From an optimization exercise on the open Yosys and OpenROAD flow, aimed at small area, a short achievable clock period and few clock cycles per item; shortcuts taken in it are not production practice.
RTL that was checked went through simulation tests only; none was proved equivalent to the original.
Function not checked in runs 5 to 7: the RTL went through the layout flow alone.
Power figures rest on the tool's default switching activity, not on a simulated workload.

$ cat flow/run.sh
#!/bin/bash
# synth_recipe.tcl (not shown) runs the flow's synth.tcl, then flattens the netlist and writes it again
# the make line also repeats each setting of config.mk as NAME=value (left out here)
make -C /OpenROAD-flow-scripts/flow DESIGN_CONFIG=/design/flow/config.mk WORK_HOME=/design/flow/orfs CLKGATE_MAP_FILE= SYNTH_SCRIPT=/design/flow/synth_recipe.tcl finish
$ cat flow/config.mk
export PLATFORM = sky130hd
export DESIGN_NAME = ELA
export DESIGN_NICKNAME = ELA
export VERILOG_FILES = /design/flow/design.v
export SDC_FILE = /design/flow/constraint.sdc
export NUM_CORES = 4
export LEC_CHECK = 0
export CAP_MARGIN = 20
export CORE_MARGIN = 2
export CORE_UTILIZATION = 70
export SETUP_SLACK_MARGIN = 2.5
export SLEW_MARGIN = 20
$ cat flow/constraint.sdc
create_clock -name core_clock -period 5.5 [get_ports {clk}]
set_input_delay 1.1000 -clock core_clock [delete_from_list [all_inputs] [get_ports {clk}]]
set_output_delay 1.1000 -clock core_clock [all_outputs]
set_load 0.01 [all_outputs]
$ cat flow/design.v
`timescale 1ns/10ps
module ELA(clk, rst, in_data, data_rd, req, wen, addr, data_wr, done);
	input				clk;
	input				rst;
	input		[7:0]	in_data;
	input		[7:0]	data_rd;
	output reg			req;
	output reg			wen;
	output reg	[9:0]	addr;
	output reg	[7:0]	data_wr;
	output reg			done;
reg				s_start;	 
reg				s_arr;		 
reg				s_wo;		 
reg				s_rt;		 
reg				s_rb;		 
reg				s_w;		 
reg				s_fin;		 
reg		[3:0]	r;			 
reg				head;		 
reg		[7:0]	t0, t1, t2, b0, b1;
reg		[7:0]	dreg, sreg;	 
reg		[7:0]	best;		 
reg				cur_r;		 
wire	[4:0]	col = addr[4:0];
wire	[3:0]	rm1 = r - 4'd1;
wire			arr_end = s_arr && !req && (col == 5'd30);
wire			tail = s_w && !head && (col == 5'd30);
always @(posedge clk or posedge rst) begin
	if (rst) begin
		s_start <= 1'b1;
		s_arr <= 1'b0;
		s_wo <= 1'b0;
		s_rt <= 1'b0;
		s_rb <= 1'b0;
		s_w <= 1'b0;
		s_fin <= 1'b0;
	end else begin
		s_start <= 1'b0;
		s_arr <= s_start || (s_arr && !(arr_end && r != 4'd0)) || (tail && r != 4'd15);
		s_wo <= arr_end && r != 4'd0;
		s_rt <= s_wo || (s_w && !tail);
		s_rb <= s_rt;
		s_w <= s_rb;
		s_fin <= s_fin || (tail && r == 4'd15);
	end
end
always @(posedge clk) begin
	done <= s_fin;
	req <= s_start || (arr_end && r == 4'd0) || (tail && r != 4'd15);
	if (s_start)
		r <= 4'd0;
	else if ((arr_end && r == 4'd0) || tail)
		r <= r + 4'd1;
	if (s_wo)
		head <= 1'b1;
	else if (s_rb && col == 5'd1)
		head <= 1'b0;
	wen <= s_arr || (s_rb && !head) || tail;
end
always @(posedge clk) begin
	if (s_arr) begin
		addr[9:5] <= {r, 1'b0};
		addr[4:0] <= req ? 5'd0 : col + 5'd1;
	end else if (s_wo) begin
		addr[9:5] <= {rm1, 1'b0};
		addr[4:0] <= col + 5'd1;
	end else if (s_rt) begin
		addr[9:5] <= {r, 1'b0};
	end else if (s_rb) begin
		addr[9:5] <= {rm1, 1'b1};
		addr[4:0] <= col - 5'd2;
	end else if (s_w) begin
		if (tail) begin
			addr[4:0] <= col + 5'd1;
		end else begin
			addr[9:5] <= {rm1, 1'b0};
			addr[4:0] <= col + 5'd3;
		end
	end
end
always @(posedge clk) begin
	if (s_rb) begin
		t0 <= data_rd;
		t1 <= t0;
		t2 <= t1;
	end
	if (s_w) begin
		b0 <= data_rd;
		b1 <= b0;
	end
end
wire	[7:0]	opa = s_rt ? t2 : t0;
wire	[7:0]	opb = s_w ? b1 : b0;
wire	[8:0]	sum = {1'b0, opa} + {1'b0, opb};
always @(posedge clk) begin
	dreg <= (opa >= opb) ? (opa - opb) : (opb - opa);
	sreg <= sum[8:1];
end
wire			edge_px = (col == 5'd2);
wire			lt = dreg < best;
wire			eq = dreg == best;
always @(posedge clk) begin
	if (s_w || (s_rt && !edge_px && lt)) begin
		best <= dreg;
		cur_r <= s_rt;
	end
	if (s_arr)
		data_wr <= in_data;
	else if (s_w || (s_rt && !edge_px && lt) || (s_rb && !edge_px && (lt || (cur_r && eq))))
		data_wr <= sreg;
end
endmodule
==> impl_metrics.json, run 1 <==
{
  "firstDrtPassIters": 4,
  "switching_share_pct": 22.3,
  "tightest_slew_ps": 710,
  "cts_hold_buf": 0,
  "dieHeight_um": 86.8,
  "cts.sink_count": 98,
  "drive_gt1_share_pct": 8.72,
  "hold_start": "s_fin",
  "pwr-share-seq_pct": 62.2,
  "final_area_um2": 5450,
  "synth-edff-count": 66,
  "drc": 0,
  "cts_inserted_buffers": 9,
  "placed_area_um2": 5220,
  "power.switching_mw": 0.286,
  "status": "timing/DRC/antenna clean",
  "finalCritPeriodShare_pct": 50.4,
  "gp_congestion": 0.878,
  "fillers": 423,
  "cts-root-buf": "clkbuf_8",
  "combPwrFrac_pct": 4.4,
  "coreArea_um2": 6720,
  "dp_cells": 495,
  "slew_viol_final": 0,
  "die_area_um2": 7540,
  "clk_pin_slew_ps": 100,
  "p_clk_share_pct": 33.4,
  "layoutNonFillerInstCount": 516,
  "ios": 39,
  "grt_overflow_total": 0,
  "cts_tree": "yes",
  "arrival_ps": 3070,
  "grt_usage_pct": 24.3,
  "synthArstFlopShare_pct": 7.14,
  "grt_pass1_wl_um": 13900,
  "ir_drop_v": 0.000195,
  "antenna_found_initial": 0,
  "ys_ff_latch": 98,
  "clock_path_buffers": 2,
  "slew_headroom_pct": 51.5,
  "ys_types": 54,
  "power.total_mw": 1.28,
  "layout.nets": 492,
  "fin_crit_ps": 2770,
  "p_int_mw": 0.993,
  "grt_max_degree": 31,
  "htree_levels": 3,
  "worstReg2RegStart": "s_w",
  "critPathRequiredTime_ps": 5800,
  "critPathKind": "reg2reg",
  "hold_path.class": "reg2reg",
  "synth_area_per_cell_um2": 12.3,
  "routedWlPerCell_um": 16.8,
  "fmax_ghz": 0.361,
  "fp.dieW_um": 86.8,
  "wirelength_um": 8650,
  "rows": 30,
  "crit_path_start_kind": "register",
  "areaGrowthSynthToFinish_pct": 13.5,
  "ys_warn_count": 1,
  "finalSetupViolCount": 0,
  "vias": 2968,
  "ys_seq_area_share_pct": 55.4,
  "endpoint_kind": "register",
  "maxCapViolCount": 0,
  "syn_inst": 389,
  "synth_nets": 450,
  "hold_violations": 0,
  "start_util_pct": 71.4,
  "via_per_inst": 5.75,
  "synth_flop_cell": "edfxtp_1",
  "worstPathMaxFanout": 16,
  "p_leak_nw": 2.17,
  "grt_pass1_vias": 2885,
  "antenna_cells": 0,
  "crit_start": "s_w",
  "grt_setup_unrepaired": "false",
  "post-place-ws_ps": 2380,
  "powerDensity_nw_per_um2": 235,
  "fin_worst_skew_ps": 13.3,
  "clock_latency_ps": 370,
  "dp_hpwl_um": 6260,
  "antenna_left": 0,
  "portBuffers": 38,
  "tns_ps": 0,
  "syn_area_um2": 4800,
  "worst_slack_ps": 2730,
  "first_iter_violations": 204
}
==> power groups by stage <==
stage / clock network [mW] / logic [mW] / registers [mW]
6_report: 0.428 / 0.0562 / 0.795
5_1_grt: 0.456 / 0.0615 / 0.796
4_1_cts: 0.437 / 0.0559 / 0.795
3_5_place_dp: 0 / 0.0553 / 0.812
3_3_place_gp: 0 / 0.0535 / 0.811
2_1_floorplan: 0 / 0.0250 / 0.811
==> layer usage <==
layer,track usage (%),wire length (µm),up-vias
li1,-,-,1458
met1,33.5,4080,1398
met2,38.1,4020,96
met3,4.67,391,16
met4,10.4,168,0
met5,0,0,-
==> Yosys cell counts, types with 3 or more instances <==
| cell type | number | share of area (%) |
|---|---|---|
| dfxtp_1 | 25 | 10 |
| ha_1 | 40 | 10 |
| xnor2_1 | 17 | 3.1 |
| a31oi_1 | 3 | 0.39 |
| mux2_2 | 9 | 2.1 |
| a21o_1 | 6 | 0.94 |
| nand2b_1 | 8 | 1.0 |
| dfrtp_1 | 6 | 3.1 |
| nand4_1 | 3 | 0.39 |
| nor2b_1 | 4 | 0.52 |
| o21ai_1 | 3 | 0.31 |
| nand2_1 | 16 | 1.3 |
| a21oi_1 | 17 | 1.8 |
| xor2_1 | 8 | 1.5 |
| nor2_1 | 17 | 1.3 |
| edfxtp_1 | 66 | 41 |
| o211ai_1 | 5 | 0.78 |
| buf_2 | 3 | 0.31 |
| inv_1 | 42 | 3.3 |
| nor3_1 | 5 | 0.52 |
| o21ai_0 | 12 | 1.3 |
| clkbuf_1 | 5 | 0.39 |
| mux2i_1 | 23 | 4.8 |
| fa_1 | 3 | 1.3 |
| nand3_1 | 6 | 0.63 |
==> repair_timing <==
item | 4_1_cts | 5_1_grt
pin swaps | 0 | 1
resized for setup | 2 | 0
endpoints found under the setup margin | 6 | 6
cloned | 0 | 0
hold endpoints to repair | 0 | 0
setup buffers | 0 | 5
==> area by class of cell <==
type	instances	area (µm²)	share of cell area, %
sequential	98	2660	48.9
multi-input combinational	236	1910	35.1
timing repair buffer	44	433	7.94
inverter	42	158	2.89
clock buffer	9	124	2.27
tap	80	100	1.84
clock inverter	7	58.8	1.08
==> flip-flops by register name, summed over array words and instances, names as in the netlist, 4 cells and up <==
register,flops
b1,8
sreg,8
best,8
t2,8
dreg,8
data_wr,8
t0,8
r,4
t1,8
addr,10
b0,8
==> placed cells by master, fill, tap and decap left out, types with 4 or more instances in the layout <==
cell,netlist,layout
inv_1,42,42
o21ai_0,12,12
a21oi_1,17,17
buf_4,1,5
xnor2_1,17,17
xor2_1,8,8
nand2_1,16,16
o211ai_1,5,5
clkbuf_8,0,9
mux2_2,9,9
nand2b_1,8,8
edfxtp_1,66,66
nor2b_1,4,4
ha_1,40,40
a21o_1,6,6
nand3_1,6,6
nor3_1,5,5
nor2_1,17,17
clkdlybuf4s50_1,0,38
mux2i_1,23,23
dfrtp_1,6,4
dfxtp_1,25,25
==> stage by stage <==
step	hold WS [ps]	utilization, %
6_report	387	81.1
5_1_grt	406	81.1
3_5_place_dp	367	77.7
4_1_cts	389	80.4
3_3_place_gp	375	77.7
2_1_floorplan	349	-
==> critical path: stages, from the launching register on <==
cell and delay, ps:
dfrtp_4 610, mux2i_1 300, inv_1 90, ha_1 470, and4_1 320, a211oi_4 330
buf_4 200, nand3b_1 100, o21ai_1 140, xnor2_1 130
==> cells by family after synthesis <==
kind of cell             count (synthesis)  synth area share [%]
other                                    1                0.0781
adder cells (fa/ha/maj)                 43                  11.7
buffers and inverters                   55                  4.77
AO/OA/AOI/OAI                           66                  9.31
flip-flops                              98                  55.4
multiplexers                            32                  6.91
XOR/XNOR                                25                  4.56
AND/OR/NAND/NOR                         69                  7.30
==> path summary, 6_finish.rpt <==
check                           to  slack [ps]  cells past startpoint
setup / recovery           dreg[3]        2730                      9
hold / removal                done         390                      0
setup reg to reg           dreg[3]        2730                      9
hold reg to reg               done         390                      0
max in group asynchronous  s_start        4240                      2
min in group asynchronous    s_arr         970                      2
Testbench counts, summed over its fixed seeds: cycles 64,448, images 32.
==> run 2, diff against run 1 <==
--- a/flow/config.mk
+++ b/flow/config.mk
@@ -8,5 +8,6 @@
 export CAP_MARGIN = 20
 export CORE_MARGIN = 2
 export CORE_UTILIZATION = 70
-export SETUP_SLACK_MARGIN = 2.5
+export SETUP_SLACK_MARGIN = 3.0
 export SLEW_MARGIN = 20
+export TNS_END_PERCENT = 5
==> run 2 against run 1 <==
  * Core utilization grew 2.8 points
  * Clock-buffer cell count grew 1
  * Total power grew 3.4%
  * Synthesized area is the same
  * Still clean
  * Via count grew 4.3%
==> impl_metrics.json, run 2 <==
{
  "top_register": "addr",
  "rows": 30,
  "arrival_ps": 2940,
  "maxCapViolCount": 0,
  "endpoint_kind": "register",
  "synth_nets": 450,
  "grt_overflow_total": 0,
  "hold_start": "s_fin",
  "synth-edff-count": 66,
  "clock_path_buffers": 2,
  "hold_path_depth": 0,
  "dp_hpwl_um": 6590,
  "antenna_cells": 0,
  "grt_pass1_vias": 3114,
  "ir_drop_v": 0.000230,
  "synth_area_per_cell_um2": 12.3,
  "yosysMostFrequentCell": "edfxtp_1",
  "ios": 39,
  "critPathRequiredTime_ps": 5780,
  "cts_inserted_buffers": 9,
  "fp.dieW_um": 86.8,
  "cts-root-buf": "clkbuf_8",
  "htree_levels": 3,
  "finalSetupViolCount": 0,
  "largest_reg_flops": 10,
  "status": "timing/DRC/antenna clean",
  "vias": 3097,
  "finalCritPeriodShare_pct": 48.4,
  "clk_pin_slew_ps": 110,
  "powerDensity_nw_per_um2": 234,
  "grt_pass1_wl_um": 15600,
  "synth_top_cell_area_share_pct": 41.3,
  "routedWlPerCell_um": 18.8,
  "via_per_inst": 5.88,
  "slew_viol_final": 0,
  "ys_top_cells_by_area": "edfxtp_1, dfxtp_1, ha_1, mux2i_1, inv_1",
  "firstDrtPassIters": 4,
  "synth_top_area_cell": "edfxtp_1",
  "start_util_pct": 71.4,
  "worstReg2RegEnd": "dreg[5]",
  "syn_inst": 389,
  "layout.nets": 503,
  "crit_path_start_kind": "register",
  "portBuffers": 38,
  "power.total_mw": 1.32,
  "grt_setup_unrepaired": "true",
  "r2r_cells": 9,
  "fmax_ghz": 0.376,
  "r2r_slack_ps": 2840,
  "syn_area_um2": 4800,
  "wirelength_um": 9900,
  "hold_path_end": "done",
  "coreArea_um2": 6720,
  "slew_headroom_pct": 54.7,
  "tns_ps": 0,
  "tightest_slew_ps": 672,
  "synthTopCellsByCount": "edfxtp_1, inv_1, ha_1",
  "layout_commonest_cell": "edfxtp_1",
  "worstReg2RegStart": "s_w",
  "ys_ff_latch": 98,
  "fin_crit_ps": 2660,
  "antenna_left": 0,
  "ys_warn_count": 1,
  "grt_max_degree": 26,
  "critPathKind": "reg2reg",
  "synthArstFlopShare_pct": 7.14,
  "areaGrowthSynthToFinish_pct": 17.5,
  "first_iter_violations": 212,
  "cts.sink_count": 98,
  "cts_tree": "yes",
  "hold_path.class": "reg2reg",
  "hold_violations": 0,
  "synth_flop_cell": "edfxtp_1",
  "clock_latency_ps": 360,
  "layout_common_cells": "edfxtp_1, inv_1, clkdlybuf4s50_1, ha_1, dfxtp_1",
  "ys_seq_area_share_pct": 55.4,
  "p_leak_nw": 2.26,
  "grt_usage_pct": 27.5,
  "gp_congestion": 0.892,
  "fin_util_pct": 83.9,
  "fin_worst_skew_ps": 15.1,
  "dieHeight_um": 86.8,
  "die_area_um2": 7540,
  "drc": 0,
  "ys_types": 54,
  "drive_gt1_share_pct": 14.3,
  "worstPathMaxFanout": 10,
  "antenna_found_initial": 0
}
[run 2: worst max-delay path, stage by stage, from the launching register on]
cell      delay [ps]
dfrtp_4          530
buf_2            240
buf_4            180
mux2i_1          280
ha_1             320
and4_1           210
a211oi_4         290
buf_12           170
mux2i_1          210
xnor2_1          150
[run 2: layout make-up]
class / instances / area, µm²
Sequential cell: 98 / 2670
Timing Repair Buffer: 55 / 522
Tap cell: 80 / 100
Fill cell: 358 / 1080
Clock inverter: 6 / 56.3
Multi-Input combinational cell: 236 / 1990
Clock buffer: 10 / 149
Inverter: 42 / 158
[run 2: stage by stage]
step	area (µm²)	setup WS, ps	cells	hold WS [ps]
after floorplan	4840	2900	389	349
after global routing	5640	2790	527	426
after CTS	5500	2780	514	414
after global placement	5250	2510	495	371
final	5640	2840	527	413
after detailed placement	5250	2390	495	376
[run 2: power by group]
| part | leakage, nW | switching, mW | internal (mW) |
|---|---|---|---|
| Sequential | 0.930 | 0.00600 | 0.787 |
| Clock | 0.102 | 0.266 | 0.202 |
| Combinational | 1.22 | 0.0276 | 0.0342 |
[run 2: per-layer routing]
metal	up-vias	GRT usage [%]	part of all wire, %
met5	-	0	0
met2	112	42.9	49
met1	1493	37.4	45
met4	0	12.2	1.4
li1	1476	-	-
met3	16	5.81	5.2
[run 2: worst max-delay path by stage]
stage                     start      end  slack [ps]  cells past startpoint
final                       s_w  dreg[5]        2840                      9
after global routing        s_w  dreg[6]        2790                     10
after CTS                   s_w  dreg[7]        2780                      9
after detailed placement    s_w  dreg[5]        2390                      8
after global placement      s_w  dreg[2]        2510                      8
after floorplan             s_w  dreg[2]        2900                     10
[run 2: logic make-up after synthesis]
kind of cell,after synthesis,synth area share (%)
buffers and inverters,55,4.77
AOI/OAI and AO/OA,66,9.31
adders and majority gates,43,11.7
xor gates and xnor gates,25,4.56
DFF,98,55.4
other,1,0.0781
muxes,32,6.91
and+or+nand+nor,69,7.30
[run 2: repair_timing]
| action | 4_1_cts | 5_1_grt |
|---|---|---|
| gates resized for setup | 2 | 13 |
| pin swaps | 1 | 2 |
| hold buffers | 0 | 0 |
| setup buffers | 3 | 13 |
| endpoints found under the setup margin | 18 | 34 |
==> run 3, diff against run 2 <==
--- a/flow/config.mk
+++ b/flow/config.mk
@@ -8,6 +8,8 @@
 export CAP_MARGIN = 20
 export CORE_MARGIN = 2
 export CORE_UTILIZATION = 70
+export CTS_BUF_LIST = sky130_fd_sc_hd__clkbuf_8
+export CTS_CLUSTER_SIZE = 30
 export SETUP_SLACK_MARGIN = 3.0
 export SLEW_MARGIN = 20
 export TNS_END_PERCENT = 5
==> run 3 against run 2 <==
  * Combinational power about the same
  * Core utilization increased by 0.47 points
  * Clock-buffer cell count decreased by 1
  * Clock skew increased by 1.3 ps
  * Critical path depth increased by 2
  * Critical path type unchanged
  * Critical endpoint unchanged
  * Largest power group unchanged
  * Highest routed layer unchanged
==> impl_metrics.json, run 3 <==
{
  "p_clk_share_pct": 36.1,
  "synth_nets": 450,
  "rows": 30,
  "synth-simple-area-share_pct": 7.30,
  "endpoint_kind": "register",
  "clock_path_buffers": 2,
  "fin_util_pct": 84.4,
  "critPathKind": "reg2reg",
  "ir_drop_v": 0.000308,
  "fmax_ghz": 0.376,
  "use_met3_pct": 6.86,
  "top_usage_layer": "met2",
  "worstPathMaxFanout": 11,
  "grt_overflow_total": 0,
  "drc": 0,
  "synthAdderAreaFrac_pct": 11.7,
  "via_per_inst": 5.87,
  "tightest_slew_ps": 715,
  "synth-edff-count": 66,
  "htree_levels": 3,
  "wirelength_um": 10000,
  "cts_inserted_buffers": 9,
  "grt_pass1_vias": 3134,
  "syn_area_um2": 4800,
  "hold_path.class": "reg2reg",
  "grt_max_degree": 26,
  "first_iter_violations": 197,
  "antenna_left": 0,
  "power.switching_mw": 0.296,
  "ys_types": 54,
  "grt_usage_pct": 27.2,
  "largest_reg_flops": 10,
  "gp_congestion": 0.892,
  "finalCritPeriodShare_pct": 48.4,
  "power.total_mw": 1.34,
  "powerDensity_nw_per_um2": 236,
  "crit_path_start_kind": "register",
  "cts.sink_count": 98,
  "syn_inst": 389,
  "use_met2_pct": 42.6,
  "fp.dieW_um": 86.8,
  "portBuffers": 38,
  "antenna_found_initial": 0,
  "dieHeight_um": 86.8,
  "ys_warn_count": 1,
  "coreArea_um2": 6720,
  "top_register": "addr",
  "hold_violations": 0,
  "synth_top_family_by_area": "adder cells",
  "status": "timing/DRC/antenna clean",
  "antenna_cells": 0,
  "clock_latency_ps": 370,
  "pwr-share-seq_pct": 59.3,
  "cts_tree": "yes",
  "ys_top_cells_by_area": "edfxtp_1, dfxtp_1, ha_1, mux2i_1, inv_1",
  "ios": 39,
  "tns_ps": 0,
  "dp_hpwl_um": 6590,
  "ys_seq_area_share_pct": 55.4,
  "layout.nets": 503,
  "r2r_cells": 11,
  "synth_flop_cell": "edfxtp_1",
  "muxShareOfSynthArea_pct": 6.91,
  "ys_ff_latch": 98,
  "p_leak_nw": 2.26,
  "final_area_um2": 5670,
  "synth_top_area_cell": "edfxtp_1",
  "drive_gt1_share_pct": 15.0,
  "grt_setup_unrepaired": "true",
  "grt_use_met1_pct": 36.7,
  "layout_common_cells": "edfxtp_1, inv_1, clkdlybuf4s50_1, ha_1, dfxtp_1",
  "vias": 3095,
  "hold_path_depth": 0,
  "areaGrowthSynthToFinish_pct": 18.2,
  "synthTopCellsByCount": "edfxtp_1, inv_1, ha_1",
  "critPathRequiredTime_ps": 5780,
  "slew_headroom_pct": 51.8,
  "post-place-ws_ps": 2390,
  "synthArstFlopShare_pct": 7.14,
  "start_util_pct": 71.4,
  "clk_pin_slew_ps": 110,
  "placed_area_um2": 5250,
  "fin_crit_ps": 2660,
  "synth-xor-area-share_pct": 4.56,
  "cts-root-buf": "clkbuf_8",
  "synth_area_per_cell_um2": 12.3,
  "yosysMostFrequentCell": "edfxtp_1",
  "arrival_ps": 2940,
  "switching_share_pct": 22.1,
  "fin_worst_skew_ps": 16.4,
  "p_int_mw": 1.04,
  "finalSetupViolCount": 0,
  "combPwrFrac_pct": 4.6,
  "die_area_um2": 7540,
  "synth_compound_area_share_pct": 9.31,
  "firstDrtPassIters": 5,
  "maxCapViolCount": 0,
  "synth_top_cell_area_share_pct": 41.3,
  "routedWlPerCell_um": 19.0,
  "grt_pass1_wl_um": 15400,
  "slew_viol_final": 0,
  "worst_slack_ps": 2840,
  "layout_commonest_cell": "edfxtp_1"
}
run 3: cell counts after synthesis:
Identical to the previous run, type by type.
run 3: cells by family (layout without fill, tap and decap cells):
logic type,Yosys count,in the layout
compound gates,66,66
fa+ha+maj,43,43
xor+xnor,25,25
mux,32,32
flops,98,98
simple gates,69,69
buf+inv,55,113
other cells,1,1
run 3: final timing paths:
kind                            start       to  slack, ps
worst max-delay path              s_w  dreg[5]       2840
worst min-delay path            s_fin     done        420
worst max register to register    s_w  dreg[5]       2840
worst min register to register  s_fin     done        420
max in group asynchronous         rst  s_start       4210
min in group asynchronous         rst    s_fin        990
run 3: final cells by class:
type                       count  area [µm²]
sequential                    98        2670
multi-input combinational    236        2000
fill                         352        1050
timing repair buffer          55         537
inverter                      42         158
clock buffer                   9         124
tap                           80         100
clock inverter                 7        86.3
run 3: repair_timing:
item / in CTS / in global routing
endpoints found under the setup margin: 18 / 34
buffers inserted: 3 / 13
gates resized for setup: 2 / 18
hold buffers: 0 / 0
pin swaps: 1 / 3
run 3: critical path, stage by stage, from the launching register on:
cell,delay (ps)
dfrtp_4,530
clkbuf_4,230
buf_4,150
mux2i_4,240
inv_2,80
ha_4,300
a211oi_2,250
nor2_2,80
a211oi_4,210
buf_12,170
mux2i_1,210
xnor2_1,150
run 3: metal layers:
| metal | wire length (µm) | up-vias |
|---|---|---|
| met5 | 0 | - |
| met4 | 155 | 0 |
| met3 | 597 | 16 |
| met2 | 4870 | 124 |
| met1 | 4400 | 1479 |
| li1 | - | 1476 |
run 3: power groups by stage:
stage	clock, mW	sequential [mW]	combinational [mW]
final	0.482	0.793	0.0618
after global routing	0.515	0.794	0.0665
after CTS	0.487	0.793	0.0602
after floorplan	0	0.811	0.0251
after global placement	0	0.811	0.0538
after detailed placement	0	0.812	0.0571
run 3: metrics by stage:
step,hold WS [ps],cells
final,417,527
after floorplan,349,389
after global placement,371,495
after detailed placement,376,495
after global routing,422,527
after CTS,414,514
==> run 4, diff against run 3 <==
==> flow/config.mk (replaced) <==
export PLATFORM = sky130hd
export DESIGN_NAME = ELA
export DESIGN_NICKNAME = ELA
export VERILOG_FILES = /design/flow/design.v
export SDC_FILE = /design/flow/constraint.sdc
export NUM_CORES = 4
export LEC_CHECK = 0
export CAP_MARGIN = 20
export CORE_MARGIN = 2
export CORE_UTILIZATION = 40
export SETUP_SLACK_MARGIN = 2.5
export SLEW_MARGIN = 20
==> run 4 against run 3 <==
  * Still clean on timing, DRC and antenna
  * Clock skew decreased by 4.2 ps
  * Worst hold slack got worse by 45 ps
  * Register-to-register slack worse by 99 ps
  * Non-clock buffer count shrank 13
  * Synthesized cell count is the same
  * Core utilization fell by 37 points
  * First-iteration DRC count up 21%
  * Global-route usage down 13 points
  * Clock-buffer cell count increased by 1
==> impl_metrics.json, run 4 <==
{
  "status": "timing/DRC/antenna clean",
  "gp_congestion": 0.830,
  "clk_pin_slew_ps": 70,
  "layout_commonest_cell": "edfxtp_1",
  "grt_usage_pct": 14.5,
  "slowest_delay_ps": 600,
  "dp_hpwl_um": 6010,
  "cpMaxStageDelayCell": "dfrtp_4",
  "worstPathMaxFanout": 16,
  "critPathKind": "reg2reg",
  "dieHeight_um": 114,
  "synth_top_cell_area_share_pct": 41.3,
  "fin_util_pct": 47.2,
  "powerDensity_nw_per_um2": 255,
  "grt_overflow_total": 0,
  "hold_violations": 0,
  "syn_area_um2": 4800,
  "slew_viol_final": 0,
  "synth_top_area_cell": "edfxtp_1",
  "worstReg2RegStart": "s_w",
  "ys_top_cells_by_area": "edfxtp_1, dfxtp_1, ha_1, mux2i_1, inv_1",
  "drc": 0,
  "areaGrowthSynthToFinish_pct": 16.7,
  "grt_pass1_wl_um": 14400,
  "rows": 40,
  "synth_flop_cell": "edfxtp_1",
  "arrival_ps": 3000,
  "ys_types": 54,
  "vias": 2907,
  "grt_setup_unrepaired": "false",
  "dp_cells": 562,
  "synth_area_per_cell_um2": 12.3,
  "crit_path_start_kind": "register",
  "fp.dieW_um": 114,
  "cts_hold_buf": 0,
  "layout_common_cells": "edfxtp_1, inv_1, ha_1, clkdlybuf4s50_1, dfxtp_1",
  "layout.nets": 490,
  "maxCapViolCount": 0,
  "antenna_left": 0,
  "hold_path_depth": 0,
  "largest_reg_flops": 10,
  "finalSetupViolCount": 0,
  "clock_latency_ps": 350,
  "r2r_slack_ps": 2740,
  "ir_drop_v": 0.000112,
  "antenna_cells": 0,
  "cts_tree": "yes",
  "ys_warn_count": 1,
  "r2r_cells": 9,
  "hold_path_end": "done",
  "coreArea_um2": 11900,
  "routedWlPerCell_um": 15.0,
  "start_util_pct": 40.5,
  "critPathRequiredTime_ps": 5740,
  "crit_start": "s_w",
  "first_iter_violations": 238,
  "top_register": "addr",
  "cts_inserted_buffers": 9,
  "hold_ws_ps": 372,
  "ys_ff_latch": 98,
  "p_leak_nw": 2.20,
  "cts-root-buf": "clkbuf_16",
  "grt_use_met1_pct": 19.7,
  "slew_headroom_pct": 51.8,
  "use_met2_pct": 22.0,
  "antenna_found_initial": 0,
  "grt_pass1_vias": 2872,
  "syn_inst": 389,
  "finalCritPeriodShare_pct": 50.2,
  "crit_chain": "mux2i_1 > inv_1 > fa_1 > o211ai_1 > a211oi_4 > buf_4 > a211oi_1 > a21oi_1 > xnor2_1",
  "drive_gt1_share_pct": 8.06,
  "hold_path.class": "reg2reg",
  "hold_start": "s_fin",
  "yosysMostFrequentCell": "edfxtp_1",
  "portBuffers": 38,
  "layoutNonFillerInstCount": 581,
  "top_usage_layer": "met2",
  "firstDrtPassIters": 4,
  "tightest_slew_ps": 715,
  "fin_worst_skew_ps": 12.3,
  "fmax_ghz": 0.362,
  "tns_ps": 0,
  "wirelength_um": 8700,
  "synthTopCellsByCount": "edfxtp_1, inv_1, ha_1",
  "htree_levels": 3,
  "die_area_um2": 12900,
  "ios": 39,
  "worstReg2RegEnd": "dreg[7]",
  "clock_path_buffers": 2,
  "synth_nets": 450,
  "ys_seq_area_share_pct": 55.4,
  "cts.sink_count": 98,
  "via_per_inst": 5.00,
  "grt_max_degree": 39,
  "synthArstFlopShare_pct": 7.14,
  "synth-edff-count": 66,
  "use_met3_pct": 3.13,
  "endpoint_kind": "register",
  "fin_crit_ps": 2760
}
## run 4: cell types whose count changed in the layout (fill, tap and decap cells not counted), moves of 3 or more
cell,previous run,this run
buf_4,13,3
ha_2,3,0
clkbuf_16,0,9
mux2i_1,16,23
ha_1,35,40
clkbuf_8,9,0
mux2i_2,5,0
## run 4: kinds of logic (layout without fill, tap and decap cells)
family,after synthesis,after routing,synth area share (%)
compound gates,66,66,9.31
xor+xnor,25,25,4.56
fa+ha+maj,43,43,11.7
buf+inv,55,100,4.77
flops,98,98,55.4
mux,32,32,6.91
other cells,1,1,0.0781
simple gates,69,69,7.30
## run 4: worst max-delay path by stage
stage	endpoint	depth (start not counted)
floorplan	dreg[2]	10
global placement	dreg[6]	9
detailed placement	dreg[6]	9
CTS	dreg[6]	9
global route	dreg[7]	9
finish	dreg[7]	9
## run 4: metal layers
| layer | share of wire, % | wire, µm | up-vias |
|---|---|---|---|
| met1 | 50 | 4360 | 1395 |
| met5 | 0 | 0 | - |
| met2 | 45 | 3900 | 54 |
| li1 | - | - | 1447 |
| met4 | 1.8 | 156 | 0 |
| met3 | 3.2 | 281 | 11 |
## run 4: critical path, delay by kind of cell (launching register included)
family,cells,cell delay [ps]
AO/OA/AOI/OAI,4,700
XOR/XNOR,1,130
adder cells (fa/ha/maj),1,470
buffers and inverters,2,350
flip-flops,1,600
multiplexers,1,390
## run 4: area by class of cell
cell class	instances	area, µm²
clock inverters	6	38.8
inverters	42	158
multi-input cells	236	1910
repair buffers	42	418
clock buffers	10	229
well taps	147	184
fillers	1061	6260
flip-flops and latches	98	2660
## run 4: what timing repair did
item | 4_1_cts | 5_1_grt
setup buffers | 1 | 2
gates resized for setup | 2 | 0
hold endpoints to repair | 0 | 0
setup endpoints to repair | 6 | 6
pin swaps | 0 | 1
## run 4: metrics by stage
step / area, µm² / power [mW] / worst slack, ps
detailed placement: 5300 / 0.867 / 2340
global placement: 5300 / 0.866 / 2480
finish: 5600 / 1.43 / 2740
CTS: 5590 / 1.45 / 2620
global route: 5600 / 1.48 / 2550
floorplan: 4800 / 0.836 / 2610
## run 4: power by group
group          internal [mW]  switching [mW]  total, mW
clock                  0.307           0.271      0.578
combinational         0.0328          0.0223     0.0551
sequential             0.788         0.00763      0.795
==> run 5, diff against run 4 <==
--- a/flow/design.v
+++ b/flow/design.v
@@ -18,6 +18,8 @@
 reg				s_fin;		 
 reg		[3:0]	r;			 
 reg				head;		 
+reg				sel_t2;		 
+reg				sel_b1;		 
 reg		[7:0]	t0, t1, t2, b0, b1;
 reg		[7:0]	dreg, sreg;	 
 reg		[7:0]	best;		 
@@ -46,6 +48,8 @@
 	end
 end
 always @(posedge clk) begin
+	sel_t2 <= s_wo || (s_w && !tail);
+	sel_b1 <= s_rb;
 	done <= s_fin;
 	req <= s_start || (arr_end && r == 4'd0) || (tail && r != 4'd15);
 	if (s_start)
@@ -58,26 +62,21 @@
 		head <= 1'b0;
 	wen <= s_arr || (s_rb && !head) || tail;
 end
+reg		[4:0]	col_inc;
+always @(*) begin
+	if (s_rt)
+		col_inc = 5'd0;
+	else if (s_rb)
+		col_inc = 5'd30;
+	else if (s_w && !tail)
+		col_inc = 5'd3;
+	else
+		col_inc = 5'd1;
+end
 always @(posedge clk) begin
-	if (s_arr) begin
-		addr[9:5] <= {r, 1'b0};
-		addr[4:0] <= req ? 5'd0 : col + 5'd1;
-	end else if (s_wo) begin
-		addr[9:5] <= {rm1, 1'b0};
-		addr[4:0] <= col + 5'd1;
-	end else if (s_rt) begin
-		addr[9:5] <= {r, 1'b0};
-	end else if (s_rb) begin
-		addr[9:5] <= {rm1, 1'b1};
-		addr[4:0] <= col - 5'd2;
-	end else if (s_w) begin
-		if (tail) begin
-			addr[4:0] <= col + 5'd1;
-		end else begin
-			addr[9:5] <= {rm1, 1'b0};
-			addr[4:0] <= col + 5'd3;
-		end
-	end
+	addr[4:0] <= (s_arr && req) ? 5'd0 : col + col_inc;
+	addr[5] <= s_rb || tail;
+	addr[9:6] <= (s_arr || s_rt) ? r : rm1;
 end
 always @(posedge clk) begin
 	if (s_rb) begin
@@ -90,11 +89,12 @@
 		b1 <= b0;
 	end
 end
-wire	[7:0]	opa = s_rt ? t2 : t0;
-wire	[7:0]	opb = s_w ? b1 : b0;
+wire	[7:0]	opa = sel_t2 ? t2 : t0;
+wire	[7:0]	opb = sel_b1 ? b1 : b0;
 wire	[8:0]	sum = {1'b0, opa} + {1'b0, opb};
+wire	[8:0]	dif = {1'b0, opa} - {1'b0, opb};
 always @(posedge clk) begin
-	dreg <= (opa >= opb) ? (opa - opb) : (opb - opa);
+	dreg <= (dif[7:0] ^ {8{dif[8]}}) + {7'd0, dif[8]};
 	sreg <= sum[8:1];
 end
 wire			edge_px = (col == 5'd2);
--- a/flow/config.mk
+++ b/flow/config.mk
@@ -7,6 +7,7 @@
 export LEC_CHECK = 0
 export CAP_MARGIN = 20
 export CORE_MARGIN = 2
-export CORE_UTILIZATION = 40
-export SETUP_SLACK_MARGIN = 2.5
+export CORE_UTILIZATION = 70
+export SETUP_SLACK_MARGIN = 3.0
 export SLEW_MARGIN = 20
+export TNS_END_PERCENT = 5
==> run 5 against run 4 <==
  * Largest cell class unchanged
  * Core utilization grew 42 points
  * Cell count fell by 14%
  * Sequential share of layout area down 0.44 points
  * Critical path type unchanged
  * Still clean
==> impl_metrics.json, run 5 <==
{
  "slowest_delay_ps": 460,
  "vias": 3027,
  "fmax_ghz": 0.325,
  "hold_path_end": "done",
  "fin_worst_skew_ps": 15.0,
  "layout.nets": 470,
  "grt_max_degree": 29,
  "synth_flop_cell": "edfxtp_1",
  "ios": 39,
  "drc": 0,
  "status": "timing/DRC/antenna clean",
  "maxCapViolCount": 0,
  "hold_path_depth": 0,
  "powerDensity_nw_per_um2": 238,
  "p_leak_nw": 2.22,
  "firstDrtPassIters": 5,
  "power.total_mw": 1.32,
  "grt_pass1_vias": 3036,
  "hold_violations": 0,
  "grt_overflow_total": 0,
  "die_area_um2": 7030,
  "synth_nets": 404,
  "finalSetupViolCount": 0,
  "layout_common_cells": "edfxtp_1, clkdlybuf4s50_1, inv_1, dfxtp_1",
  "final_area_um2": 5560,
  "first_iter_violations": 215,
  "worstPathMaxFanout": 6,
  "placed_area_um2": 5050,
  "grt_setup_unrepaired": "true",
  "fin_crit_ps": 3070,
  "synth_area_per_cell_um2": 12.7,
  "antenna_cells": 0,
  "layout_commonest_cell": "edfxtp_1",
  "antenna_left": 0,
  "endpoint_kind": "register",
  "arrival_ps": 3350,
  "via_per_inst": 6.05,
  "cp_top_family": "simple AND/OR/NAND/NOR gates",
  "worstReg2RegStart": "sel_b1",
  "start_util_pct": 71.6,
  "hold_path.class": "reg2reg",
  "hold_start": "s_fin",
  "layoutNonFillerInstCount": 500,
  "cts-root-buf": "clkbuf_8",
  "largest_reg_flops": 10,
  "cts.sink_count": 100,
  "fp.dieW_um": 83.9,
  "ir_drop_v": 0.000248,
  "fillers": 259,
  "ys_types": 49,
  "wirelength_um": 10800,
  "yosysMostFrequentCell": "edfxtp_1",
  "critPathKind": "reg2reg",
  "critical_path_buf_inv_count": 1,
  "clock_path_buffers": 2,
  "ys_top_cells_by_area": "edfxtp_1, dfxtp_1, ha_1, mux2_2, xnor2_1",
  "coreArea_um2": 6240,
  "drive_gt1_share_pct": 21.3,
  "worstReg2RegEnd": "dreg[7]",
  "synth_top_cell_area_share_pct": 38.3,
  "cts_tree": "yes",
  "areaGrowthSynthToFinish_pct": 24.4,
  "syn_area_um2": 4470,
  "syn_inst": 352,
  "antenna_found_initial": 0,
  "ys_ff_latch": 100,
  "finalCritPeriodShare_pct": 55.9,
  "r2r_cells": 9,
  "critPathRequiredTime_ps": 5780,
  "synth_top_area_cell": "edfxtp_1",
  "clock_latency_ps": 370,
  "dp_cells": 461,
  "crit_chain": "mux2_4 > ha_4 > fa_2 > buf_4 > xor2_2 > nand3_1 > or3_1 > o31ai_2 > xnor2_1",
  "cts_inserted_buffers": 9,
  "r2r_slack_ps": 2430,
  "synthTopCellsByCount": "edfxtp_1, inv_1, dfxtp_1",
  "ys_seq_area_share_pct": 58.4,
  "portBuffers": 38,
  "rows": 29,
  "top_register": "addr",
  "ys_warn_count": 1,
  "dp_hpwl_um": 5810,
  "synthArstFlopShare_pct": 7.00,
  "slew_headroom_pct": 40.5,
  "synth-edff-count": 57,
  "clk_pin_slew_ps": 110,
  "tightest_slew_ps": 888,
  "crit_path_start_kind": "register",
  "htree_levels": 3,
  "routedWlPerCell_um": 21.6,
  "slew_viol_final": 0,
  "tns_ps": 0,
  "grt_pass1_wl_um": 15700,
  "dieHeight_um": 83.9,
  "grt_usage_pct": 29.6,
  "gp_congestion": 0.887,
  "cpMaxStageDelayCell": "or3_1"
}
-- run 5: changes by cell type in the layout (fill, tap and decap cells not counted), moves of 6 or more --
cell       change
buf_4         +20
clkbuf_16      -7
clkbuf_8       +9
dfxtp_1        +9
edfxtp_1       -9
ha_1          -17
ha_4           +6
inv_1          -6
mux2i_1       -18
nand2_1        -7
o21ai_0        -7
-- run 5: layout make-up --
| class | count | area, µm² | area share [%] |
|---|---|---|---|
| inverter | 37 | 139 | 2.50 |
| clock inverter | 5 | 36.3 | 0.653 |
| tap | 77 | 96.3 | 1.73 |
| multi-input combinational | 208 | 1920 | 34.6 |
| timing repair buffer | 62 | 573 | 10.3 |
| clock buffer | 11 | 174 | 3.13 |
| sequential | 100 | 2620 | 47.1 |
-- run 5: where the power goes --
part / internal (mW) / switching [mW]
registers: 0.790 / 0.00454
clock network: 0.223 / 0.265
logic: 0.0256 / 0.0153
total: 1.04 / 0.285
-- run 5: per-layer routing --
metal | wire, µm | vias up | track usage [%] | share of wire, %
met2 | 5390 | 154 | 50.5 | 50
met4 | 449 | 0 | 14.7 | 4.2
met5 | 0 | - | 0 | 0
met1 | 4250 | 1468 | 36.1 | 39
li1 | - | 1359 | - | -
met3 | 713 | 46 | 5.84 | 6.6
-- run 5: worst register-to-register path, delay by kind of cell, from the launching register on --
family / cells / cell delay [ps]
xor+xnor: 2 / 550
flops: 1 / 430
compound gates: 1 / 290
buf+inv: 1 / 160
simple gates: 2 / 680
fa+ha+maj: 2 / 550
mux: 1 / 340
-- run 5: per-stage QoR --
stage / hold slack (ps) / worst slack (ps) / utilization (%)
5_1_grt: 423 / 2310 / 89.0
4_1_cts: 407 / 2680 / 87.5
2_1_floorplan: 342 / 2680 / -
3_5_place_dp: 382 / 2210 / 81.0
6_report: 418 / 2430 / 89.0
3_3_place_gp: 366 / 2360 / 81.0
-- run 5: cells by family (layout without fill, tap and decap cells) --
group | after synthesis | count (layout) | synth area share (%)
xor+xnor | 28 | 28 | 5.66
fa+ha+maj | 34 | 34 | 10.0
simple gates | 64 | 64 | 7.31
compound gates | 55 | 55 | 8.55
mux | 26 | 26 | 6.25
other cells | 1 | 1 | 0.0840
buf+inv | 44 | 115 | 3.70
flops | 100 | 100 | 58.4
-- run 5: worst max path at each step --
stage            from      end  slack, ps  cells past startpoint
4_1_cts        sel_b1  dreg[6]       2680                     12
5_1_grt        sel_b1  dreg[6]       2310                     12
3_3_place_gp   sel_t2  dreg[6]       2360                     12
2_1_floorplan  sel_b1  dreg[6]       2680                     13
3_5_place_dp   sel_t2  dreg[6]       2210                     13
6_report       sel_b1  dreg[7]       2430                      9
-- run 5: what timing repair did --
action | 4_1_cts | 5_1_grt
hold buffers | 0 | 0
endpoints found under the setup margin | 22 | 19
setup buffers | 19 | 4
hold endpoints to repair | 0 | 0
gates resized for setup | 12 | 9
cloned | 0 | 0
pin swaps | 10 | 8
==> run 6, diff against run 5 <==
==> flow/flow/run.sh (new file) <==
#!/bin/bash
# Standard layout, with the port buffers made from buf_2 cells instead of
# the delay buffers buffer_ports picks by default.
set -euo pipefail
export BUFFER_PORTS_ARGS="-buffer_cell sky130_fd_sc_hd__buf_2"
bash standard.sh > standard.log 2>&1
==> flow/standard.sh (new file) <==
#!/bin/bash
# synth_recipe.tcl (not shown) runs the flow's synth.tcl, then flattens the netlist and writes it again
# the make line also repeats each setting of config.mk as NAME=value (left out here)
make -C /OpenROAD-flow-scripts/flow DESIGN_CONFIG=/design/flow/config.mk WORK_HOME=/design/flow/orfs CLKGATE_MAP_FILE= SYNTH_SCRIPT=/design/flow/synth_recipe.tcl "${@:-finish}"
removed: flow/run.sh
==> run 6 against run 5 <==
  * Clock power shrank 13%
  * Maximum frequency up 5.7%
  * Routed wire length is 28% lower
  * Clock-buffer cell count decreased by 2
  * Via count down 9.7%
  * Combinational power fell by about 30%
  * Clock skew is 3.0 ps higher
  * Global-route usage is 5.6 points lower
  * Sequential share of layout area increased by 3.8 points
  * Synthesized area is the same
  * Highest routed layer unchanged
  * Critical path type unchanged
==> impl_metrics.json, run 6 <==
{
  "use_met3_pct": 4.06,
  "ios": 39,
  "ys_types": 49,
  "slew_headroom_pct": 40.6,
  "placed_area_um2": 4860,
  "finalCritPeriodShare_pct": 52.9,
  "synth_flop_cell": "edfxtp_1",
  "r2r_slack_ps": 2590,
  "synth-simple-area-share_pct": 7.31,
  "grt_pass1_vias": 2741,
  "grt_usage_pct": 24.0,
  "fillers": 354,
  "hold_path_depth": 0,
  "dieHeight_um": 83.9,
  "fin_crit_ps": 2910,
  "grt_max_degree": 29,
  "die_area_um2": 7030,
  "top_usage_layer": "met2",
  "maxCapViolCount": 0,
  "ys_top_cells_by_area": "edfxtp_1, dfxtp_1, ha_1, mux2_2, xnor2_1",
  "clock_latency_ps": 360,
  "power.switching_mw": 0.275,
  "portBuffers": 38,
  "top_register": "addr",
  "hold_violations": 0,
  "synth_area_per_cell_um2": 12.7,
  "clk_pin_slew_ps": 100,
  "cts-root-buf": "clkbuf_8",
  "power.total_mw": 1.25,
  "cts_inserted_buffers": 9,
  "final-seq-area_um2": 2620,
  "via_per_inst": 5.65,
  "layout_commonest_cell": "edfxtp_1",
  "hold_start": "t1[7]",
  "htree_levels": 3,
  "final_area_um2": 5140,
  "ir_drop_v": 0.000218,
  "p_clk_share_pct": 34.1,
  "layout.nets": 454,
  "synth-edff-count": 57,
  "multiInputGateArea_um2": 1860,
  "worstPathMaxFanout": 8,
  "crit_path_start_kind": "register",
  "use_met2_pct": 38.8,
  "routedWlPerCell_um": 16.0,
  "synth_top_area_cell": "edfxtp_1",
  "finalSetupViolCount": 0,
  "powerDensity_nw_per_um2": 243,
  "vias": 2734,
  "synth_top_cell_area_share_pct": 38.3,
  "areaGrowthSynthToFinish_pct": 15.2,
  "synth_nets": 404,
  "synth-xor-area-share_pct": 5.66,
  "drive_gt1_share_pct": 26.3,
  "largest_reg_flops": 10,
  "fp.dieW_um": 83.9,
  "worstReg2RegStart": "sel_t2",
  "endpoint_kind": "register",
  "layout_common_cells": "edfxtp_1, buf_2, inv_1, dfxtp_1, ha_1",
  "worstReg2RegEnd": "dreg[6]",
  "synthArstFlopShare_pct": 7.00,
  "slew_viol_final": 0,
  "synthTopCellsByCount": "edfxtp_1, inv_1, dfxtp_1",
  "first_iter_violations": 106,
  "drc": 0,
  "syn_area_um2": 4470,
  "r2r_cells": 11,
  "clock_path_buffers": 2,
  "tightest_slew_ps": 891,
  "status": "timing/DRC/antenna clean",
  "critPathRequiredTime_ps": 5740,
  "synthAdderAreaFrac_pct": 10.0,
  "yosysMostFrequentCell": "edfxtp_1",
  "muxShareOfSynthArea_pct": 6.25,
  "switching_share_pct": 22.0,
  "grt_use_met1_pct": 32.0,
  "antenna_left": 0,
  "combPwrFrac_pct": 2.3,
  "p_int_mw": 0.974,
  "wirelength_um": 7740,
  "synth_compound_area_share_pct": 8.55,
  "syn_inst": 352,
  "cts_hold_buf": 0,
  "arrival_ps": 3140,
  "pwr-share-seq_pct": 63.6,
  "antenna_cells": 0,
  "p_leak_nw": 2.15,
  "hold_path.class": "reg2reg",
  "synth_top_family_by_area": "adder cells",
  "hold_path_end": "t2[7]",
  "ys_ff_latch": 100,
  "firstDrtPassIters": 4,
  "coreArea_um2": 6240,
  "tns_ps": 0,
  "grt_pass1_wl_um": 13000,
  "grt_overflow_total": 0,
  "cts_tree": "yes",
  "dp_hpwl_um": 5520,
  "ys_warn_count": 1,
  "cts.sink_count": 100,
  "antenna_found_initial": 0,
  "rows": 29,
  "start_util_pct": 71.6,
  "gp_congestion": 0.820,
  "fmax_ghz": 0.344,
  "grt_setup_unrepaired": "true",
  "ys_seq_area_share_pct": 58.4,
  "fin_worst_skew_ps": 18.0,
  "critPathKind": "reg2reg"
}
## run 6: metal layers
metal	share of wire, %	vias up
met2	49	85
met3	4.2	27
met5	0	-
met4	3.2	0
li1	-	1334
met1	44	1288
## run 6: metrics by stage
stage	util (%)	setup WS (ps)	hold WS (ps)	std cells
2_1_floorplan	-	2680	342	352
3_3_place_gp	77.9	2350	367	461
3_5_place_dp	77.9	2200	373	461
4_1_cts	82.4	2630	419	484
5_1_grt	82.4	2440	427	484
6_report	82.4	2590	411	484
## run 6: worst max-delay path by stage
stage / end / slack (ps) / startpoint
floorplan: dreg[6] / 2680 / sel_b1
global placement: dreg[6] / 2350 / sel_t2
detailed placement: dreg[6] / 2200 / sel_b1
CTS: dreg[6] / 2630 / sel_t2
global route: dreg[6] / 2440 / sel_b1
finish: dreg[6] / 2590 / sel_t2
## run 6: worst max-delay path, cell delays in order, from the launching register on
cell and delay, ps:
dfxtp_4 450, mux2_4 340, ha_4 250, a21o_1 170
a21o_1 190, a221oi_4 370, xnor2_1 170, ha_2 210
nand2_1 80, a2111oi_4 260, a2bb2oi_2 210, xnor2_1 80
## run 6: area by class of cell
type / instances / share of cell area (%)
clock buffers: 9 / 2.41
repair buffers: 46 / 4.87
well taps: 77 / 1.87
flip-flops and latches: 100 / 50.9
multi-input cells: 208 / 36.2
inverters: 37 / 2.70
clock inverters: 7 / 1.05
## run 6: cells by family (layout without fill, tap and decap cells)
| family | count (synthesis) | count (layout) |
|---|---|---|
| buffers and inverters | 44 | 99 |
| and+or+nand+nor | 64 | 64 |
| xor gates and xnor gates | 28 | 28 |
| adders and majority gates | 34 | 34 |
| AOI/OAI and AO/OA | 55 | 55 |
| muxes | 26 | 26 |
| other | 1 | 1 |
| DFF | 100 | 100 |
## run 6: what timing repair did
item	in CTS	in global routing
gates resized for setup	11	1
pin swaps	6	0
endpoints found under the setup margin	21	18
buffers inserted	7	0
## run 6: power groups by stage
stage	combinational [mW]	sequential, mW	clock, mW
finish	0.0285	0.794	0.426
global route	0.0318	0.795	0.462
detailed placement	0.0284	0.812	0
floorplan	0.0107	0.814	0
CTS	0.0287	0.794	0.432
global placement	0.0272	0.812	0
==> run 7, diff against run 6 <==
--- a/flow/config.mk
+++ b/flow/config.mk
@@ -8,6 +8,6 @@
 export CAP_MARGIN = 20
 export CORE_MARGIN = 2
 export CORE_UTILIZATION = 70
-export SETUP_SLACK_MARGIN = 3.0
+export SETUP_SLACK_MARGIN = 3.3
 export SLEW_MARGIN = 20
 export TNS_END_PERCENT = 5
==> run 7 against run 6 <==
  * Still clean on timing, DRC and antenna
  * Worst setup slack unchanged
  * Die area unchanged
  * First-iteration DRC count unchanged
  * Critical path depth stayed put
  * Global-route usage unchanged
  * Routed wire length unchanged
  * Critical path type unchanged
==> impl_metrics.json, run 7 <==
{
  "cts_inserted_buffers": 9,
  "grt_max_degree": 29,
  "fp.dieW_um": 83.9,
  "layout_commonest_cell": "edfxtp_1",
  "die_area_um2": 7030,
  "dp_hpwl_um": 5520,
  "worstPathMaxFanout": 8,
  "cpMaxStageDelayCell": "dfxtp_4",
  "cp_top_family": "compound AO/OA/AOI/OAI gates",
  "clock_latency_ps": 360,
  "largest_reg_flops": 10,
  "arrival_ps": 3140,
  "critPathKind": "reg2reg",
  "fmax_ghz": 0.344,
  "wirelength_um": 7740,
  "ys_top_cells_by_area": "edfxtp_1, dfxtp_1, ha_1, mux2_2, xnor2_1",
  "grt_setup_unrepaired": "true",
  "hold_violations": 0,
  "powerDensity_nw_per_um2": 243,
  "top_register": "addr",
  "synth_top_cell_area_share_pct": 38.3,
  "layout.nets": 454,
  "syn_inst": 352,
  "finalCritPeriodShare_pct": 52.9,
  "r2r_cells": 11,
  "clock_path_buffers": 2,
  "ys_seq_area_share_pct": 58.4,
  "hold_path_end": "t2[7]",
  "htree_levels": 3,
  "placed_area_um2": 4860,
  "slowest_delay_ps": 450,
  "via_per_inst": 5.65,
  "cts_tree": "yes",
  "ios": 39,
  "antenna_cells": 0,
  "antenna_found_initial": 0,
  "maxCapViolCount": 0,
  "switching_share_pct": 22.0,
  "power.switching_mw": 0.275,
  "fillers": 354,
  "yosysMostFrequentCell": "edfxtp_1",
  "r2r_slack_ps": 2590,
  "dieHeight_um": 83.9,
  "tns_ps": 0,
  "slew_headroom_pct": 40.6,
  "synth_area_per_cell_um2": 12.7,
  "crit_path_start_kind": "register",
  "routedWlPerCell_um": 16.0,
  "endpoint_kind": "register",
  "final-seq-area_um2": 2620,
  "grt_pass1_vias": 2741,
  "synth_nets": 404,
  "cts.sink_count": 100,
  "status": "timing/DRC/antenna clean",
  "grt_pass1_wl_um": 13000,
  "p_leak_nw": 2.15,
  "clk_pin_slew_ps": 100,
  "critical_path_buf_inv_count": 0,
  "synthTopCellsByCount": "edfxtp_1, inv_1, dfxtp_1",
  "ys_ff_latch": 100,
  "first_iter_violations": 106,
  "p_clk_share_pct": 34.1,
  "cts-root-buf": "clkbuf_8",
  "ys_warn_count": 1,
  "coreArea_um2": 6240,
  "multiInputGateArea_um2": 1860,
  "ir_drop_v": 0.000218,
  "tightest_slew_ps": 891,
  "p_int_mw": 0.974,
  "worstReg2RegEnd": "dreg[6]",
  "drc": 0,
  "combPwrFrac_pct": 2.3,
  "hold_path_depth": 0,
  "power.total_mw": 1.25,
  "hold_start": "t1[7]",
  "antenna_left": 0,
  "cts_hold_buf": 0,
  "synthArstFlopShare_pct": 7.00,
  "pwr-share-seq_pct": 63.6,
  "finalSetupViolCount": 0,
  "slew_viol_final": 0,
  "fin_util_pct": 82.4,
  "fin_worst_skew_ps": 18.0,
  "hold_ws_ps": 411,
  "ys_types": 49,
  "layout_common_cells": "edfxtp_1, buf_2, inv_1, dfxtp_1, ha_1",
  "gp_congestion": 0.820,
  "drive_gt1_share_pct": 26.3,
  "portBuffers": 38,
  "final_area_um2": 5140,
  "critPathRequiredTime_ps": 5740,
  "areaGrowthSynthToFinish_pct": 15.2,
  "synth-edff-count": 57,
  "firstDrtPassIters": 4,
  "rows": 29,
  "grt_overflow_total": 0,
  "synth_top_area_cell": "edfxtp_1",
  "vias": 2734,
  "crit_chain": "mux2_4 > ha_4 > a21o_1 > a21o_1 > a221oi_4 > xnor2_1 > ha_2 > nand2_1 > a2111oi_4 > a2bb2oi_2 > xnor2_1",
  "syn_area_um2": 4470,
  "grt_usage_pct": 24.0,
  "worstReg2RegStart": "sel_t2",
  "hold_path.class": "reg2reg",
  "fin_crit_ps": 2910,
  "synth_flop_cell": "edfxtp_1",
  "start_util_pct": 71.6
}
==> run 7: cell counts in the layout (fill, tap and decap cells not counted) <==
Identical to the previous run, type by type.
==> run 7: area by class of cell <==
cell class | instances | area share, %
Clock inverter | 7 | 1.05
Clock buffer | 9 | 2.41
Inverter | 37 | 2.70
Multi-Input combinational cell | 208 | 36.2
Sequential cell | 100 | 50.9
Tap cell | 77 | 1.87
Timing Repair Buffer | 46 | 4.87
==> run 7: cells by family (layout without fill, tap and decap cells) <==
logic type	Yosys count	after routing	share of synthesized area, %
other	1	1	0.0840
and+or+nand+nor	64	64	7.31
AOI/OAI and AO/OA	55	55	8.55
xor gates and xnor gates	28	28	5.66
buffers and inverters	44	99	3.70
DFF	100	100	58.4
muxes	26	26	6.25
adders and majority gates	34	34	10.0
==> run 7: timing repair <==
action / 4_1_cts / 5_1_grt
gates resized for setup: 11 / 1
cloned: 0 / 0
pin swaps: 6 / 0
endpoints found under the setup margin: 31 / 33
setup buffers: 7 / 0
==> run 7: power groups by stage <==
stage | sequential, mW | clock, mW | combinational, mW
after detailed placement | 0.812 | 0 | 0.0284
after CTS | 0.794 | 0.432 | 0.0287
final | 0.794 | 0.426 | 0.0285
after floorplan | 0.814 | 0 | 0.0107
after global routing | 0.795 | 0.462 | 0.0318
after global placement | 0.812 | 0 | 0.0272
==> run 7: metal layers <==
layer	global-route usage (%)	part of all wire, %	wire length [µm]	vias up
met4	11.6	3.2	246	0
li1	-	-	-	1334
met2	38.8	49	3770	85
met3	4.06	4.2	329	27
met5	0	0	0	-
met1	32.0	44	3400	1288
==> run 7: how the worst max path moves through the flow <==
stage                     startpoint  endpoint  slack (ps)  cells past startpoint
after floorplan               sel_b1   dreg[6]        2680                     13
after global placement        sel_t2   dreg[6]        2350                     12
after detailed placement      sel_b1   dreg[6]        2200                     12
after CTS                     sel_t2   dreg[6]        2630                     11
after global routing          sel_b1   dreg[6]        2440                     12
final                         sel_t2   dreg[6]        2590                     11
==> run 7: through the flow <==
stage / setup slack (ps) / std cells
2_1_floorplan: 2680 / 352
3_3_place_gp: 2350 / 461
3_5_place_dp: 2200 / 461
4_1_cts: 2630 / 484
5_1_grt: 2440 / 484
6_report: 2590 / 484
==> run 8, diff against run 7 <==
--- a/flow/design.v
+++ b/flow/design.v
@@ -91,23 +91,64 @@
 end
 wire	[7:0]	opa = sel_t2 ? t2 : t0;
 wire	[7:0]	opb = sel_b1 ? b1 : b0;
-wire	[8:0]	sum = {1'b0, opa} + {1'b0, opb};
-wire	[8:0]	dif = {1'b0, opa} - {1'b0, opb};
+reg		[7:0]	dg, dp, dG, dP;
+reg		[7:0]	sg, sp, sG, sP;
+reg		[7:0]	absd, avg;
+integer			i, k;
+always @(*) begin
+	dg = opa & ~opb;
+	dp = opa ^ ~opb;
+	sg = opa & opb;
+	sp = opa ^ opb;
+	dG = dg;
+	dP = dp;
+	sG = sg;
+	sP = sp;
+	for (k = 1; k < 8; k = k * 2) begin
+		for (i = 7; i >= k; i = i - 1) begin
+			dG[i] = dG[i] | (dP[i] & dG[i-k]);
+			dP[i] = dP[i] & dP[i-k];
+			sG[i] = sG[i] | (sP[i] & sG[i-k]);
+			sP[i] = sP[i] & sP[i-k];
+		end
+	end
+	absd[0] = dp[0] ^ 1'b1;
+	for (i = 1; i < 8; i = i + 1)
+		absd[i] = dp[i] ^ (dG[i-1] | dP[i-1]);
+	if (!(dG[7] | dP[7])) begin
+		absd[0] = ~dp[0];
+		for (i = 1; i < 8; i = i + 1)
+			absd[i] = ~(dp[i] ^ dG[i-1]);
+	end
+	for (i = 1; i < 8; i = i + 1)
+		avg[i-1] = sp[i] ^ sG[i-1];
+	avg[7] = sG[7];
+end
 always @(posedge clk) begin
-	dreg <= (dif[7:0] ^ {8{dif[8]}}) + {7'd0, dif[8]};
-	sreg <= sum[8:1];
+	dreg <= absd;
+	sreg <= avg;
 end
 wire			edge_px = (col == 5'd2);
-wire			lt = dreg < best;
-wire			eq = dreg == best;
+wire			cin = s_rb && cur_r;
+reg		[7:0]	cG, cP;
+always @(*) begin
+	cG = best & ~dreg;
+	cP = best ^ ~dreg;
+	for (k = 1; k < 8; k = k * 2)
+		for (i = 7; i >= k; i = i - 1) begin
+			cG[i] = cG[i] | (cP[i] & cG[i-k]);
+			cP[i] = cP[i] & cP[i-k];
+		end
+end
+wire			win = cG[7] | (cP[7] & cin);
 always @(posedge clk) begin
-	if (s_w || (s_rt && !edge_px && lt)) begin
+	if (s_w || (s_rt && !edge_px && win)) begin
 		best <= dreg;
 		cur_r <= s_rt;
 	end
 	if (s_arr)
 		data_wr <= in_data;
-	else if (s_w || (s_rt && !edge_px && lt) || (s_rb && !edge_px && (lt || (cur_r && eq))))
+	else if (s_w || ((s_rt || s_rb) && !edge_px && win))
 		data_wr <= sreg;
 end
 endmodule
--- a/flow/config.mk
+++ b/flow/config.mk
@@ -8,6 +8,6 @@
 export CAP_MARGIN = 20
 export CORE_MARGIN = 2
 export CORE_UTILIZATION = 70
-export SETUP_SLACK_MARGIN = 3.3
+export SETUP_SLACK_MARGIN = 3.0
 export SLEW_MARGIN = 20
 export TNS_END_PERCENT = 5
==> run 8 against run 7 <==
  * Synthesized cell count up 0.57%
  * Design area rose by 0.51%
  * Synthesized area rose by 0.59%
  * Via count rose by 4.2%
  * Worst setup slack better by 450 ps
  * Flip-flop and latch count unchanged
  * First-iteration DRC count grew 42%
  * Worst hold slack worse by 16 ps
  * Sequential power about the same
  * Critical path type unchanged
  * Critical endpoint is now dreg[7]
  * Highest routed layer unchanged
==> impl_metrics.json, run 8 <==
{
  "tightest_slew_ps": 792,
  "synth_flop_cell": "edfxtp_1",
  "antenna_found_initial": 0,
  "firstDrtPassIters": 4,
  "cts_inserted_buffers": 9,
  "maxCapViolCount": 0,
  "synth_nets": 406,
  "p_clk_share_pct": 34.1,
  "switching_share_pct": 22.0,
  "synth_top_area_cell": "edfxtp_1",
  "syn_inst": 354,
  "coreArea_um2": 6280,
  "endpoint_kind": "register",
  "wirelength_um": 8520,
  "start_util_pct": 71.6,
  "slew_viol_final": 0,
  "powerDensity_nw_per_um2": 242,
  "ys_top_cells_by_area": "edfxtp_1, dfxtp_1, ha_1, mux2_2, dfrtp_1",
  "largest_reg_flops": 10,
  "fin_worst_skew_ps": 13.5,
  "ios": 39,
  "grt_overflow_total": 0,
  "cts_tree": "yes",
  "grt_pass1_vias": 2850,
  "syn_area_um2": 4490,
  "ys_seq_area_share_pct": 58.1,
  "first_iter_violations": 151,
  "layout_common_cells": "edfxtp_1, buf_2, dfxtp_1, inv_1, ha_1",
  "antenna_left": 0,
  "synthTopCellsByCount": "edfxtp_1, dfxtp_1, inv_1",
  "status": "timing/DRC/antenna clean",
  "top_register": "addr",
  "critPathKind": "reg2reg",
  "synth_top_cell_area_share_pct": 38.1,
  "synth-edff-count": 57,
  "yosysMostFrequentCell": "edfxtp_1",
  "arrival_ps": 2740,
  "synth_area_per_cell_um2": 12.7,
  "hold_violations": 0,
  "post-place-ws_ps": 2660,
  "synthArstFlopShare_pct": 7.00,
  "worstPathMaxFanout": 7,
  "finalSetupViolCount": 0,
  "drive_gt1_share_pct": 27.3,
  "ys_ff_latch": 100,
  "gp_congestion": 0.847,
  "fmax_ghz": 0.406,
  "p_leak_nw": 2.11,
  "dp_hpwl_um": 5890,
  "rows": 29,
  "slew_headroom_pct": 47.1,
  "cpMaxStageDelayCell": "fa_2",
  "drc": 0,
  "fin_crit_ps": 2460,
  "htree_levels": 3,
  "antenna_cells": 0,
  "ys_warn_count": 1,
  "cts-root-buf": "clkbuf_8",
  "layout_commonest_cell": "edfxtp_1",
  "r2r_slack_ps": 3040,
  "grt_max_degree": 34,
  "worst_slack_ps": 3040,
  "clock_latency_ps": 360,
  "cp_top_family": "adder cells",
  "clock_path_buffers": 2,
  "grt_pass1_wl_um": 13300,
  "grt_usage_pct": 24.3,
  "clk_pin_slew_ps": 100,
  "critPathRequiredTime_ps": 5780,
  "slowest_delay_ps": 450,
  "via_per_inst": 5.84,
  "pwr-share-seq_pct": 63.5,
  "areaGrowthSynthToFinish_pct": 15.1,
  "ys_types": 51,
  "dieHeight_um": 84.1,
  "tns_ps": 0,
  "combPwrFrac_pct": 2.4,
  "ir_drop_v": 0.000236,
  "die_area_um2": 7070,
  "layout.nets": 458,
  "vias": 2849,
  "grt_setup_unrepaired": "true",
  "portBuffers": 38,
  "crit_path_start_kind": "register",
  "p_int_mw": 0.977,
  "power.switching_mw": 0.275,
  "hold_path.class": "reg2reg",
  "critical_path_buf_inv_count": 1,
  "cts.sink_count": 100,
  "finalCritPeriodShare_pct": 44.8,
  "fp.dieW_um": 84.1,
  "routedWlPerCell_um": 17.5,
  "crit_chain": "mux2i_4 > inv_2 > ha_4 > fa_2 > a21oi_4 > o211ai_4 > a31oi_4 > mux2i_1 > xnor2_1"
}
-- run 8: cell types whose count changed in the layout (fill, tap and decap cells not counted), moves of 4 or more --
cell     before  now
mux2i_2       5    0
mux2i_4       0    4
inv_1        36   31
mux2_4        4    0
xor2_1        9    5
nand3_1       2    7
-- run 8: cells by family (layout without fill, tap and decap cells) --
| family | Yosys count | count (layout) | synth area share, % |
|---|---|---|---|
| flip-flops | 100 | 100 | 58.1 |
| AO/OA/AOI/OAI | 68 | 68 | 10.6 |
| AND/OR/NAND/NOR | 60 | 60 | 6.60 |
| buffers and inverters | 42 | 99 | 3.93 |
| adder cells (fa/ha/maj) | 34 | 34 | 9.97 |
| multiplexers | 27 | 27 | 6.41 |
| XOR/XNOR | 22 | 22 | 4.29 |
| other | 1 | 1 | 0.0835 |
-- run 8: stage by stage --
stage | cells | hold WS [ps] | power, mW | area [µm²] | utilization (%)
2_1_floorplan | 354 | 342 | 0.826 | 4500 | -
6_report | 488 | 395 | 1.25 | 5170 | 82.3
3_5_place_dp | 461 | 356 | 0.843 | 4740 | 75.5
5_1_grt | 488 | 410 | 1.29 | 5170 | 82.3
3_3_place_gp | 461 | 362 | 0.841 | 4740 | 75.5
4_1_cts | 478 | 392 | 1.26 | 4960 | 79.0
-- run 8: final timing paths --
check	start	end	cells after the start
worst max-delay path	sel_t2	dreg[7]	9
worst min-delay path	s_fin	done	0
worst max register to register	sel_t2	dreg[7]	9
worst min register to register	s_fin	done	0
max in group asynchronous	rst	s_start	2
min in group asynchronous	rst	s_arr	2
-- run 8: power groups by stage --
stage / Sequential [mW] / Combinational, mW / Clock [mW]
floorplan: 0.815 / 0.0114 / 0
global placement: 0.813 / 0.0281 / 0
detailed placement: 0.813 / 0.0296 / 0
CTS: 0.795 / 0.0296 / 0.439
global route: 0.796 / 0.0326 / 0.464
finish: 0.795 / 0.0296 / 0.427
-- run 8: area by class of cell --
cell class              count  area [µm²]
fillers                   351        1110
inverters                  33         124
repair buffers             50         297
flip-flops and latches    100        2620
well taps                  77        96.3
clock inverters             7        61.3
clock buffers               9         124
multi-input cells         212        1850
-- run 8: worst reg2reg max path: cells and delay by family (launching register included) --
family          cells  cell delay (ps)
compound gates      3              610
xor+xnor            1              130
mux                 2              520
buf+inv             1               80
fa+ha+maj           2              620
flops               1              420
-- run 8: repair_timing --
action | CTS | global route
setup buffers | 1 | 10
cloned | 0 | 0
resized for setup | 9 | 26
setup endpoints to repair | 11 | 27
hold buffers | 0 | 0
pin swaps | 1 | 4
-- run 8: per-layer routing --
metal	routed length [µm]	track usage [%]	part of all wire, %	vias up
met3	466	6.43	5.5	25
met2	4490	43.1	53	102
met1	3390	28.4	40	1369
met4	176	8.80	2.1	0
met5	0	0	0	-
li1	-	-	-	1353
Testbench counts of run 8, summed over its fixed seeds: cycles 64,448, images 32.

## separate check: timing with driven ports
How much do the figures lean on ideal ports? The routed layouts below were timed once more, with nothing changed but the port constraints. Step 1 (the two cells are an assumption about what drives the block):
set clk [get_ports {clk}]
set_driving_cell -lib_cell sky130_fd_sc_hd__clkbuf_16 $clk
set_driving_cell -lib_cell sky130_fd_sc_hd__buf_2 [delete_from_list [all_inputs] $clk]
Step 2 adds t to the input delays and takes it off the output delays; t is the mean of the earliest and latest rising clock arrival at the registers after step 1. Input paths then give back, and output paths get back, about the clock's delay inside the block. Slacks: ideal ports / drivers / drivers and shift; pairs: ideal ports / drivers.
run	t (ns)	setup WS [ns]	worst hold slack (ns)
run 1	0.390	2.731 / 2.731 / 2.731	0.387 / 0.387 / 0.387
run 2	0.389	2.841 / 2.841 / 2.841	0.413 / 0.413 / 0.413
run 3	0.392	2.837 / 2.837 / 2.837	0.417 / 0.417 / 0.417
run 4	0.379	2.738 / 2.738 / 2.738	0.372 / 0.372 / 0.372
run 5	0.392	2.427 / 2.427 / 2.427	0.418 / 0.418 / 0.418
run 6	0.383	2.592 / 2.592 / 2.592	0.411 / 0.411 / 0.411
run 7	0.383	2.592 / 2.592 / 2.592	0.411 / 0.411 / 0.411
run 8	0.383	3.038 / 3.038 / 3.038	0.395 / 0.395 / 0.395
After both steps setup and hold are still met in every run listed.
